Source: an optimization exercise on an open RTL-to-GDS flow (aim: small area, a short achievable clock period and few clock cycles per item). Production flows keep margins and buffers that such runs may drop. No run shown here included a check of the RTL's function; only the layout flow was run. Power is estimated from default activity; no workload was simulated.

$ cat flow/run.sh
#!/bin/bash
# synth_recipe.tcl (not shown) runs the flow's synth.tcl, then flattens the netlist and writes it again
# the make line also repeats each setting of config.mk as NAME=value (left out here)
make -C /OpenROAD-flow-scripts/flow DESIGN_CONFIG=/design/flow/config.mk WORK_HOME=/design/flow/orfs CLKGATE_MAP_FILE= SYNTH_SCRIPT=/design/flow/synth_recipe.tcl finish
$ cat flow/config.mk
export PLATFORM = sky130hd
export DESIGN_NAME = cordic_engine
export DESIGN_NICKNAME = cordic_engine
export VERILOG_FILES = /design/flow/design.v
export SDC_FILE = /design/flow/constraint.sdc
export NUM_CORES = 4
export LEC_CHECK = 0
export CAP_MARGIN = 20
export CORE_MARGIN = 2
export CORE_UTILIZATION = 40
export PLACE_DENSITY = 0.6
export SETUP_SLACK_MARGIN = 3.9
export SLEW_MARGIN = 20
$ cat flow/constraint.sdc
create_clock -name core_clock -period 6.0 [get_ports {clk}]
set_input_delay 1.2000 -clock core_clock [delete_from_list [all_inputs] [get_ports {clk}]]
set_output_delay 1.2000 -clock core_clock [all_outputs]
set_load 0.01 [all_outputs]
$ cat flow/design.v
module controller
(
    input [7:0] u,
    output [15:0] v
);
wire [255:0] t0 = 256'h0000000000000000000207c6064dfb8cf128a81266478ec459732b71b89f0f5c;
wire [255:0] t1 = 256'h00000000000000000013112f76adbd760298000ee64ea3ef46517f26a23df53c;
wire [255:0] t2 = 256'h0000000000000000001f7d6c9df77e5356780001d1db58e42e8ca2cf1c81acfc;
wire [255:0] t3 = 256'h0000000000000000001810ab6e2477128a43bbbb8a1b713f6c770539b3e70792;
wire [255:0] t4 = 256'h0000000000000000001d1bc7a0990519e997d7d7e9eefd6045f9acfe2553638e;
wire [255:0] t5 = 256'h0000000000000000001e480a9f2b06480d4fe54ff2a601b523fe36aa9330e07e;
wire [255:0] t6 = 256'h0000000000000000001f92a67fcdad380e6aacc00334ab6ce00038ccda5ab554;
wire [255:0] t7 = 256'h0000000000000000001fe334aaa49cf80f8cc96aa96d98e3e0003f0f1c633998;
wire [255:0] t8 = 256'h0000000000000000001ffc38ccc92952a55a5b26671c781fe0003ff01f83c1e0;
wire [255:0] t9 = 256'h0000000000000000001fffc0f0f1ce63366c924b4a56ad554aaa95554aa954aa;
wire [255:0] t10 = 256'h0000000000000000001fffff00fe0f83c78f1c738c6731998cccd999933266cc;
wire [255:0] t11 = 256'h0000000000000000001fffffff000ffc07f01f83f0783e1e0f0f1e1e1c3c78f0;
wire [255:0] t12 = 256'h0000000000000000001ffffffffff00007ffe003ff803fe00ff01fe01fc07f00;
wire [255:0] t13 = 256'h0000000000000000001ffffffffffffff8000003ffffc0000fffe0001fff8000;
wire [255:0] t14 = 256'h0000000000000000001ffffffffffffffffffffc000000000fffffffe0000000;
wire [255:0] t15 = 256'h0000000000000000001ffffffffffffffffffffffffffffff000000000000000;
assign v[0] = t0[u];
assign v[1] = t1[u];
assign v[2] = t2[u];
assign v[3] = t3[u];
assign v[4] = t4[u];
assign v[5] = t5[u];
assign v[6] = t6[u];
assign v[7] = t7[u];
assign v[8] = t8[u];
assign v[9] = t9[u];
assign v[10] = t10[u];
assign v[11] = t11[u];
assign v[12] = t12[u];
assign v[13] = t13[u];
assign v[14] = t14[u];
assign v[15] = t15[u];
endmodule
module cordic_engine
#(
    parameter IO_BW=32
)
(
    clk,
    rst_n,
    phase,
    mode,
    pop,
    valid_in,
    valid_out,
    result
);
input   clk;
input   rst_n;
input   valid_in;
input   [IO_BW-1:0] phase;
input   [2:0] mode;
output  [IO_BW-1:0] result;
output reg valid_out;
output reg pop;
wire [9:0] p = phase[9:0];
wire dbl = (mode == 3'd2) | (mode == 3'd3) | (mode == 3'd4);    
wire m23 = (mode == 3'd2) | (mode == 3'd3);
wire zer = (mode > 3'd4);
function gt;
    input [9:0] a;
    input [9:0] k;
    integer i;
    begin
        gt = 1'b0;
        for (i = 0; i < 10; i = i + 1)
            gt = k[i] ? (a[i] & gt) : (a[i] | gt);
    end
endfunction
wire g1 = gt(p, 10'd90),  g2 = gt(p, 10'd180), g3 = gt(p, 10'd270), g4 = gt(p, 10'd360);
wire g5 = gt(p, 10'd450), g6 = gt(p, 10'd540), g7 = gt(p, 10'd630);
wire [2:0] r = {g4, (g2 & ~g4) | g6, (g1 & ~g2) | (g3 & ~g4) | (g5 & ~g6) | g7};
wire [7:0] pp = zer ? 8'd0 : dbl ? {p[6:0], 1'b0} : p[7:0];
wire sp = ((mode == 3'd1) & ((p == 10'd90) | (p == 10'd270) | (p == 10'd450) | (p == 10'd630))) |
          (m23 & ((p == 10'd45)  | (p == 10'd135) | (p == 10'd225) | (p == 10'd315) |
                  (p == 10'd405) | (p == 10'd495) | (p == 10'd585) | (p == 10'd675)));
reg       v1, sp1, x1;
reg [7:0] pp1;
reg [2:0] r1, m1;
always @(posedge clk) begin
    if (!rst_n) begin
        v1  <= 1'b0;
        pop <= 1'b1;
    end else begin
        v1  <= valid_in;
        pop <= 1'b0;
    end
    pp1 <= pp;
    r1  <= r;
    m1  <= mode;
    sp1 <= sp;
    x1  <= (mode == 3'd4) & (p == 10'd360);
end
wire [63:0] lut0 = 64'h000000aa555533cc;
wire [63:0] lut1 = 64'h0000000000000000;
wire [63:0] lut2 = 64'h00000000ffffff00;
wire [63:0] lut3 = 64'h0000006666663c3c;
wire [63:0] lut4 = 64'h0000003ca5a533f0;
wire [63:0] lut5 = 64'h000000b26969c30c;
wire [63:0] lut6 = 64'h0000004a6a6acccc;
wire [63:0] lut7 = 64'h000000cc5959c3f0;
wire [63:0] lut8 = 64'h000000aa555533cc;
wire [63:0] lut9 = 64'h000000cc66993cf0;
wire [5:0] la = {m1, r1};
wire [9:0] lut = {lut9[la], lut8[la], lut7[la], lut6[la], lut5[la],
                  lut4[la], lut3[la], lut2[la], lut1[la], lut0[la]};
wire [7:0] u = (pp1 ^ {8{lut[8]}}) + lut[7:0];
reg       v2, inv2, sh2, m23_2, sp2;
reg [7:0] u2;
always @(posedge clk) begin
    if (!rst_n) v2 <= 1'b0;
    else        v2 <= v1;
    u2    <= u;
    inv2  <= lut[9] & ~x1;
    sh2   <= (m1 == 3'd2) | (m1 == 3'd3) | (m1 == 3'd4);
    m23_2 <= (m1 == 3'd2) | (m1 == 3'd3);
    sp2   <= sp1;
end
wire [15:0] t;
controller controller (.u(u2), .v(t));
reg        v3, inv3, sh3, m23_3;
reg [15:0] t3;
always @(posedge clk) begin
    if (!rst_n) v3 <= 1'b0;
    else        v3 <= v2;
    t3    <= {t[15:3], sp2 ? 3'b100 : t[2:0]};
    inv3  <= inv2;
    sh3   <= sh2;
    m23_3 <= m23_2;
end
reg  [14:0] r_lo;
reg         r15, rs;
always @(posedge clk) begin
    if (!rst_n) valid_out <= 1'b0;
    else        valid_out <= v3;
    r_lo <= (sh3 ? t3[15:1] : t3[14:0]) ^ {15{inv3}};
    r15  <= sh3 ? (m23_3 ^ inv3) : (t3[15] ^ inv3);
    rs   <= ~m23_3 & inv3;
end
assign result = {{16{rs}}, r15, r_lo};
endmodule
==> results.toml, run 1 <==
[outcome]
status = "complete, no violations"

[power]
leakagePower_nw = 3.45
irDropWorstVdd_uv = 235
finalPower_mw = 4.89
p_per_area_nw_per_um2 = 540

[sta]
rsz0062_at_grt = "yes"
finalWorstPathRequiredPeriod_ns = 2.38
drv_slew = 0
clock_skew_ns = 0.00906
final_min_period_over_clock_period = 0.396
worstMarginPinSlew_ns = 0.873
max_freq_mhz = 421
setup-violations-final = 0
hold_viol_final = 0
holdWs_ns = 0.323
slew_headroom = 0.417
tns_ns = 0

[synthesis]
synth.avg_cell_area_um2 = 7.35
ys.flop_type = "dfxtp_1"
synthCells = 898
synth_compound_area_frac = 0.300
synth_area_um2 = 6600
yosysUniqueCellTypes = 75
synth_edf_count = 0
yosys.area_share.xor_xnor = 0.0438
yosysSeqAreaShare = 0.209
syn_nets = 975
ys_warn_count = 1
async_flop_share = 0
synth_top_family_by_area = "compound AO/OA/AOI/OAI gates"
ys_ff_latch = 69
muxShareOfSynthArea = 0.0578
yosys.area_share.simple = 0.221
synthAdderAreaFrac = 0.0739

[placed_design]
port_buffers = 49
dp_hpwl_um = 15000
gp_congestion = 1.01
placed_area_um2 = 7070

[clock_network]
clkSinkCount = 69
cts-root-buf = "clkbuf_16"
cts_tree = "yes"
insertion_delay_ns = 0.34
numCtsBuffers = 9
cts.path.max_buffers = 2
clkTransAtPathRegs_ns = 0.05
htree_levels = 3

[critical_path]
critPathRequiredTime_ns = 6.26
rr_worst_depth = 13
critPathLaunchType = "register"
crit_start = "m1[0]$_DFF_P_"
r2r_start = "m1[0]$_DFF_P_"
path_class = "register to register"
rrSetupSlack_ns = 3.62
crit_fanout = 5
r2r-end = "u2[6]$_DFF_P_"
arrival_ns = 2.64
end_kind = "register"
crit_path_end = "u2[6]$_DFF_P_"

[floorplan]
fp.dieH_um = 132
core_um2 = 16000
fp.dieW_um = 132
start_util = 0.412
die-area_um2 = 17500
io_pins = 72
num_rows = 46

[global_route]
grt_overflow = 0
first_global_vias = 6616
grt_antenna_before_repair = 0
track_usage = 0.266
grt_pass1_wl_um = 37100
grt_max_degree = 78

[drt]
first_pass_iters = 6
drc_errors = 0
avgRoutedWirePerCell_um = 21.3
drt_iter0_drc = 1365
vias = 7636
viasPerCell = 6.48
antenna_left = 0
wirelength_um = 25100

[cells_and_area]
final_util = 0.567
layout.nets = 1036
layout-drive-gt1-share = 0.317
num_antenna_cells = 0
nFillCells = 1465
layout_common_cells = "76 x nand2_1, 75 x buf_4, 66 x nor2_1"
final_common_cell = "nand2_1"
syn_to_final_growth_pct = 37.4
final_cell_area_um2 = 9070

[job]
cap_violations = 0

[hold_path]
holdCritPathClass = "register to register"
whs_path_depth = 0
[sequential cells by signal, indices dropped and copies added (netlist names), 3 cells and up]
name	cells
r1	3
m1	3
r_lo	15
t3	16
pp1	8
u2	8
[routing by layer]
metal,track usage,share of wire
met1,0.354,0.39
met2,0.393,0.43
met3,0.0716,0.12
met4,0.139,0.052
met5,0,0
[critical path: stages (launching register included)]
cell      delay [ns]
dfxtp_4         0.37
inv_4           0.04
ha_4            0.26
nor2_4          0.03
o31ai_4         0.24
buf_12          0.19
xnor2_4         0.13
ha_4            0.23
buf_4           0.13
buf_4           0.14
a21oi_4         0.16
o21bai_1        0.08
a21oi_1         0.17
xnor2_1         0.13
[layout make-up]
type	count	area, um^2	area share
multi-input combinational	703	5460	0.602
timing repair buffer	155	1530	0.169
sequential	69	1420	0.157
tap	216	270	0.0298
clock buffer	11	233	0.0257
inverter	21	121	0.0134
clock inverter	4	27.5	0.00304
[how the worst min path moves through the flow]
stage                  startpoint            end  slack (ns)
floorplan            inv2$_DFF_P_   inv3$_DFF_P_        0.31
global placement      sh2$_DFF_P_    sh3$_DFF_P_        0.31
detailed placement    sp1$_DFF_P_    sp2$_DFF_P_        0.31
CTS                   sh2$_DFF_P_    sh3$_DFF_P_        0.33
global route        m23_2$_DFF_P_  m23_3$_DFF_P_        0.33
finish                sh2$_DFF_P_    sh3$_DFF_P_        0.32
[report_power, final]
group | switching (mW) | internal [mW]
logic | 2.14 | 1.51
clock network | 0.185 | 0.277
registers | 0.161 | 0.627
[what timing repair did]
action,4_1_cts,5_1_grt
buffers inserted,54,44
gates resized for setup,292,117
setup endpoints to repair,70,48
hold buffers,0,0
cloned,1,1
pin swaps,24,45
[cells in the mapped netlist (8+ instances only)]
| cell type | n | area [um^2] |
|---|---|---|
| nand2_1 | 81 | 304 |
| nor2_1 | 74 | 278 |
| dfxtp_1 | 69 | 1380 |
| o21ai_0 | 66 | 330 |
| a21oi_1 | 48 | 240 |
| clkbuf_1 | 45 | 169 |
| ha_1 | 39 | 488 |
| buf_2 | 33 | 165 |
| mux2i_1 | 31 | 310 |
| nor3_1 | 31 | 155 |
| xnor2_1 | 30 | 263 |
| nor2b_1 | 29 | 181 |
| nand2b_1 | 22 | 138 |
| buf_4 | 21 | 158 |
| a31oi_1 | 20 | 125 |
| nand3_1 | 19 | 95.1 |
| o21ai_1 | 19 | 95.1 |
| a211oi_1 | 18 | 135 |
| o211ai_1 | 17 | 128 |
| inv_1 | 15 | 56.3 |
| o22ai_1 | 11 | 68.8 |
| o31ai_1 | 9 | 67.6 |
| and2_1 | 8 | 50.1 |
[per-stage QoR]
stage | setup WS (ns) | std cells
after detailed placement | 2.64 | 1064
after floorplan | 3.64 | 898
final | 3.62 | 1179
after global routing | 3.54 | 1179
after global placement | 2.60 | 1064
after CTS | 3.69 | 1134
[cell families (layout without fill, tap and decap cells)]
group           Yosys count  in the layout
xor+xnor                 33             33
buf+inv                 126            191
fa+ha+maj                39             39
simple gates            301            301
compound gates          296            296
flops                    69             69
mux                      34             34
==> inputs of run 2 (changes only) <==
--- a/flow/config.mk
+++ b/flow/config.mk
@@ -9,4 +9,4 @@
 export CORE_MARGIN = 2
-export CORE_UTILIZATION = 40
-export PLACE_DENSITY = 0.6
+export CORE_UTILIZATION = 60
+export PLACE_DENSITY = 0.75
 export SETUP_SLACK_MARGIN = 3.9
==> run 2 against run 1 <==
  * Clock power fell by 26%
  * Via count rose by 3.3%
  * Routed wire length rose by 3.0%
  * First-iteration DRC count rose by 1.8%
  * Worst hold slack improved by 0.0057 ns
  * Register-to-register slack got worse by 0.08 ns
  * Sequential share of layout area rose by 0.73 points
  * Global-route usage rose by 14 points
  * Cell count fell by 8.7%
  * Sequential cell count did not move
  * Critical path type unchanged
  * Critical endpoint is now u2[7]$_DFF_P_
  * Largest cell class unchanged
  * Highest routed layer unchanged
==> results.toml, run 2 <==
[outcome]
status = "complete, no violations"

[floorplan]
start_util = 0.612
num_rows = 38
die-area_um2 = 11900
core_um2 = 10800
fp.dieW_um = 109
io_pins = 72
fp.dieH_um = 109

[sta]
final_min_period_over_clock_period = 0.410
holdWs_ns = 0.329
worstMarginPinSlew_ns = 0.903
hold_viol_final = 0
max_freq_mhz = 407
tns_ns = 0
finalWorstPathRequiredPeriod_ns = 2.46
drv_slew = 0
slew_headroom = 0.397
setup-violations-final = 0
rsz0062_at_grt = "yes"
clock_skew_ns = 0.00744

[clock_network]
htree_levels = 3
postCtsHoldBufs = 0
numCtsBuffers = 9
cts-root-buf = "clkbuf_8"
cts_tree = "yes"
clkTransAtPathRegs_ns = 0.07
clkSinkCount = 69
insertion_delay_ns = 0.34
cts.path.max_buffers = 2

[cells_and_area]
top_register = "t3"
layout.nets = 1009
num_antenna_cells = 0
nFillCells = 691
layout_common_cells = "77 x nand2_1, 67 x nor2_1, 54 x o21ai_0, 54 x dfxtp_1, 46 x buf_4"
reg.largest.list = "t3: 16 flops, r_lo: 15 flops"
syn_to_final_growth_pct = 31.1
largest_reg_flops = 16
layout-drive-gt1-share = 0.300
final_common_cell = "nand2_1"

[critical_path]
arrival_ns = 2.68
crit_fanout = 8
end_kind = "register"
path_class = "register to register"
critPathLaunchType = "register"
rr_worst_depth = 11
critPathRequiredTime_ns = 6.22

[synthesis]
yosysMostFrequentCell = "nand2_1"
synth_area_um2 = 6600
synthCells = 898
async_flop_share = 0
yosys.area.top_type = "dfxtp_1"
syn_nets = 975
ys_ff_latch = 69
ys.flop_type = "dfxtp_1"
netlist_top_cells_count = "81 x nand2_1, 74 x nor2_1, 69 x dfxtp_1"
synth.avg_cell_area_um2 = 7.35
synthTopCellsByArea = "dfxtp_1 21%, ha_1 7.4%, o21ai_0 5.0%"
yosysUniqueCellTypes = 75
synth_top_area_share = 0.209
yosysSeqAreaShare = 0.209
ys_warn_count = 1
synth_edf_count = 0

[power]
swShare = 0.528
p_int_mw = 2.29
p_per_area_nw_per_um2 = 560
combPwrFrac = 0.763
finalPower_mw = 4.85
power_frac_seq = 0.167
leakagePower_nw = 3.25
pwr-share-clk = 0.070
power.switching_mw = 2.56
irDropWorstVdd_uv = 430

[global_route]
grt_antenna_before_repair = 0
grt_max_degree = 77
first_global_vias = 6938
track_usage = 0.407
grt_overflow = 0
grt_pass1_wl_um = 37100

[placed_design]
gp_congestion = 1.09
port_buffers = 49
dp_hpwl_um = 14600

[drt]
antenna_left = 0
viasPerCell = 7.32
drt_iter0_drc = 1390
avgRoutedWirePerCell_um = 24.0
first_pass_iters = 10
vias = 7889
wirelength_um = 25900
drc_errors = 0

[job]
cap_violations = 0

[hold_path]
whs_path_depth = 0
holdCritPathClass = "register to register"
run 2: cell counts after synthesis:
Identical to the previous run, type by type.
run 2: per-stage QoR:
step	util	instance area [um^2]	instances	setup slack, ns
5_1_grt	0.802	8660	1077	3.49
4_1_cts	0.756	8160	1059	3.67
3_3_place_gp	0.646	6970	988	2.72
6_report	0.802	8660	1077	3.54
2_1_floorplan	-	6950	898	3.64
3_5_place_dp	0.646	6970	988	2.69
run 2: path summary, 6_finish.rpt:
kind	start	to	slack, ns
setup / recovery	m1[0]$_DFF_P_	u2[7]$_DFF_P_	3.54
hold / removal	m23_2$_DFF_P_	m23_3$_DFF_P_	0.33
hold reg to reg	m23_2$_DFF_P_	m23_3$_DFF_P_	0.33
setup reg to reg	m1[0]$_DFF_P_	u2[7]$_DFF_P_	3.54
run 2: cell families (layout without fill, tap and decap cells):
kind of cell	after synthesis	in the layout	share of synthesized area
AO/OA/AOI/OAI	296	296	0.300
XOR/XNOR	33	33	0.0438
adder cells (fa/ha/maj)	39	39	0.0739
buffers and inverters	126	165	0.0948
flip-flops	69	69	0.209
multiplexers	34	34	0.0578
AND/OR/NAND/NOR	301	301	0.221
run 2: cell type report:
| cell class | count | area [um^2] | area share |
|---|---|---|---|
| multi-input combinational | 703 | 5500 | 0.635 |
| clock inverter | 5 | 35.0 | 0.00405 |
| clock buffer | 11 | 151 | 0.0175 |
| timing repair buffer | 128 | 1250 | 0.145 |
| inverter | 21 | 126 | 0.0146 |
| sequential | 69 | 1420 | 0.164 |
| tap | 140 | 175 | 0.0202 |
run 2: critical path: stages (launching register included):
cell and delay [ns]:
dfxtp_4 0.38, inv_4 0.04, ha_4 0.25, nor2_2 0.05
o31ai_4 0.26, buf_12 0.19, xnor2_2 0.14, ha_4 0.24
and4_1 0.21, a221oi_2 0.29, a21oi_1 0.13, xnor2_1 0.14
run 2: power groups by stage:
stage / logic, mW / clock network [mW] / registers, mW
final: 3.70 / 0.342 / 0.808
after global routing: 3.81 / 0.368 / 0.820
after CTS: 3.13 / 0.346 / 0.787
after detailed placement: 2.59 / 0 / 0.860
after global placement: 2.56 / 0 / 0.848
after floorplan: 2.05 / 0 / 0.726
run 2: per-layer routing:
layer / vias to the layer above / part of all wire / wire, um / track usage
met1: 3551 / 0.36 / 9390 / 0.513
li1: 3346 / - / - / -
met4: 0 / 0.082 / 2110 / 0.246
met5: - / 0 / 0 / 0
met2: 756 / 0.41 / 10600 / 0.602
met3: 236 / 0.15 / 3810 / 0.129
run 2: what timing repair did:
item | in CTS | in global routing
endpoints found under the setup margin | 70 | 55
pin swaps | 25 | 38
hold endpoints to repair | 0 | 0
gates cloned | 1 | 0
buffers inserted | 54 | 18
gates resized for setup | 294 | 110

==> what the ideal ports hide <==
No port has a modelled driver above. Below, the same layouts with a new extraction and two added sets of constraints.
Step 1 sets driving cells, clkbuf_16 on the clock port and buf_2 on the other inputs (assumed; they add their load-dependent delay and slew).
Step 2 also shifts input and output timing later by t, the mid clock arrival at the registers, as if the neighbouring blocks saw the same clock.
Slacks: ideal ports / drivers / drivers and shift; pairs: ideal ports / drivers.
| run | t (ns) | setup slack, ns | latest minus earliest clock arrival (ns) | worst slew at a driven data input, ns |
|---|---|---|---|---|
| run 1 | 0.378 | 3.624 / 3.624 / 3.414 | 0.009 / 0.010 | 0.07 |
| run 2 | 0.372 | 3.541 / 3.541 / 3.467 | 0.008 / 0.008 | 0.05 |
After both steps every run listed still meets setup and hold. For run 1, which loses most, drivers alone change the setup slack by 0.000 ns; drivers and shift together by -0.210 ns.
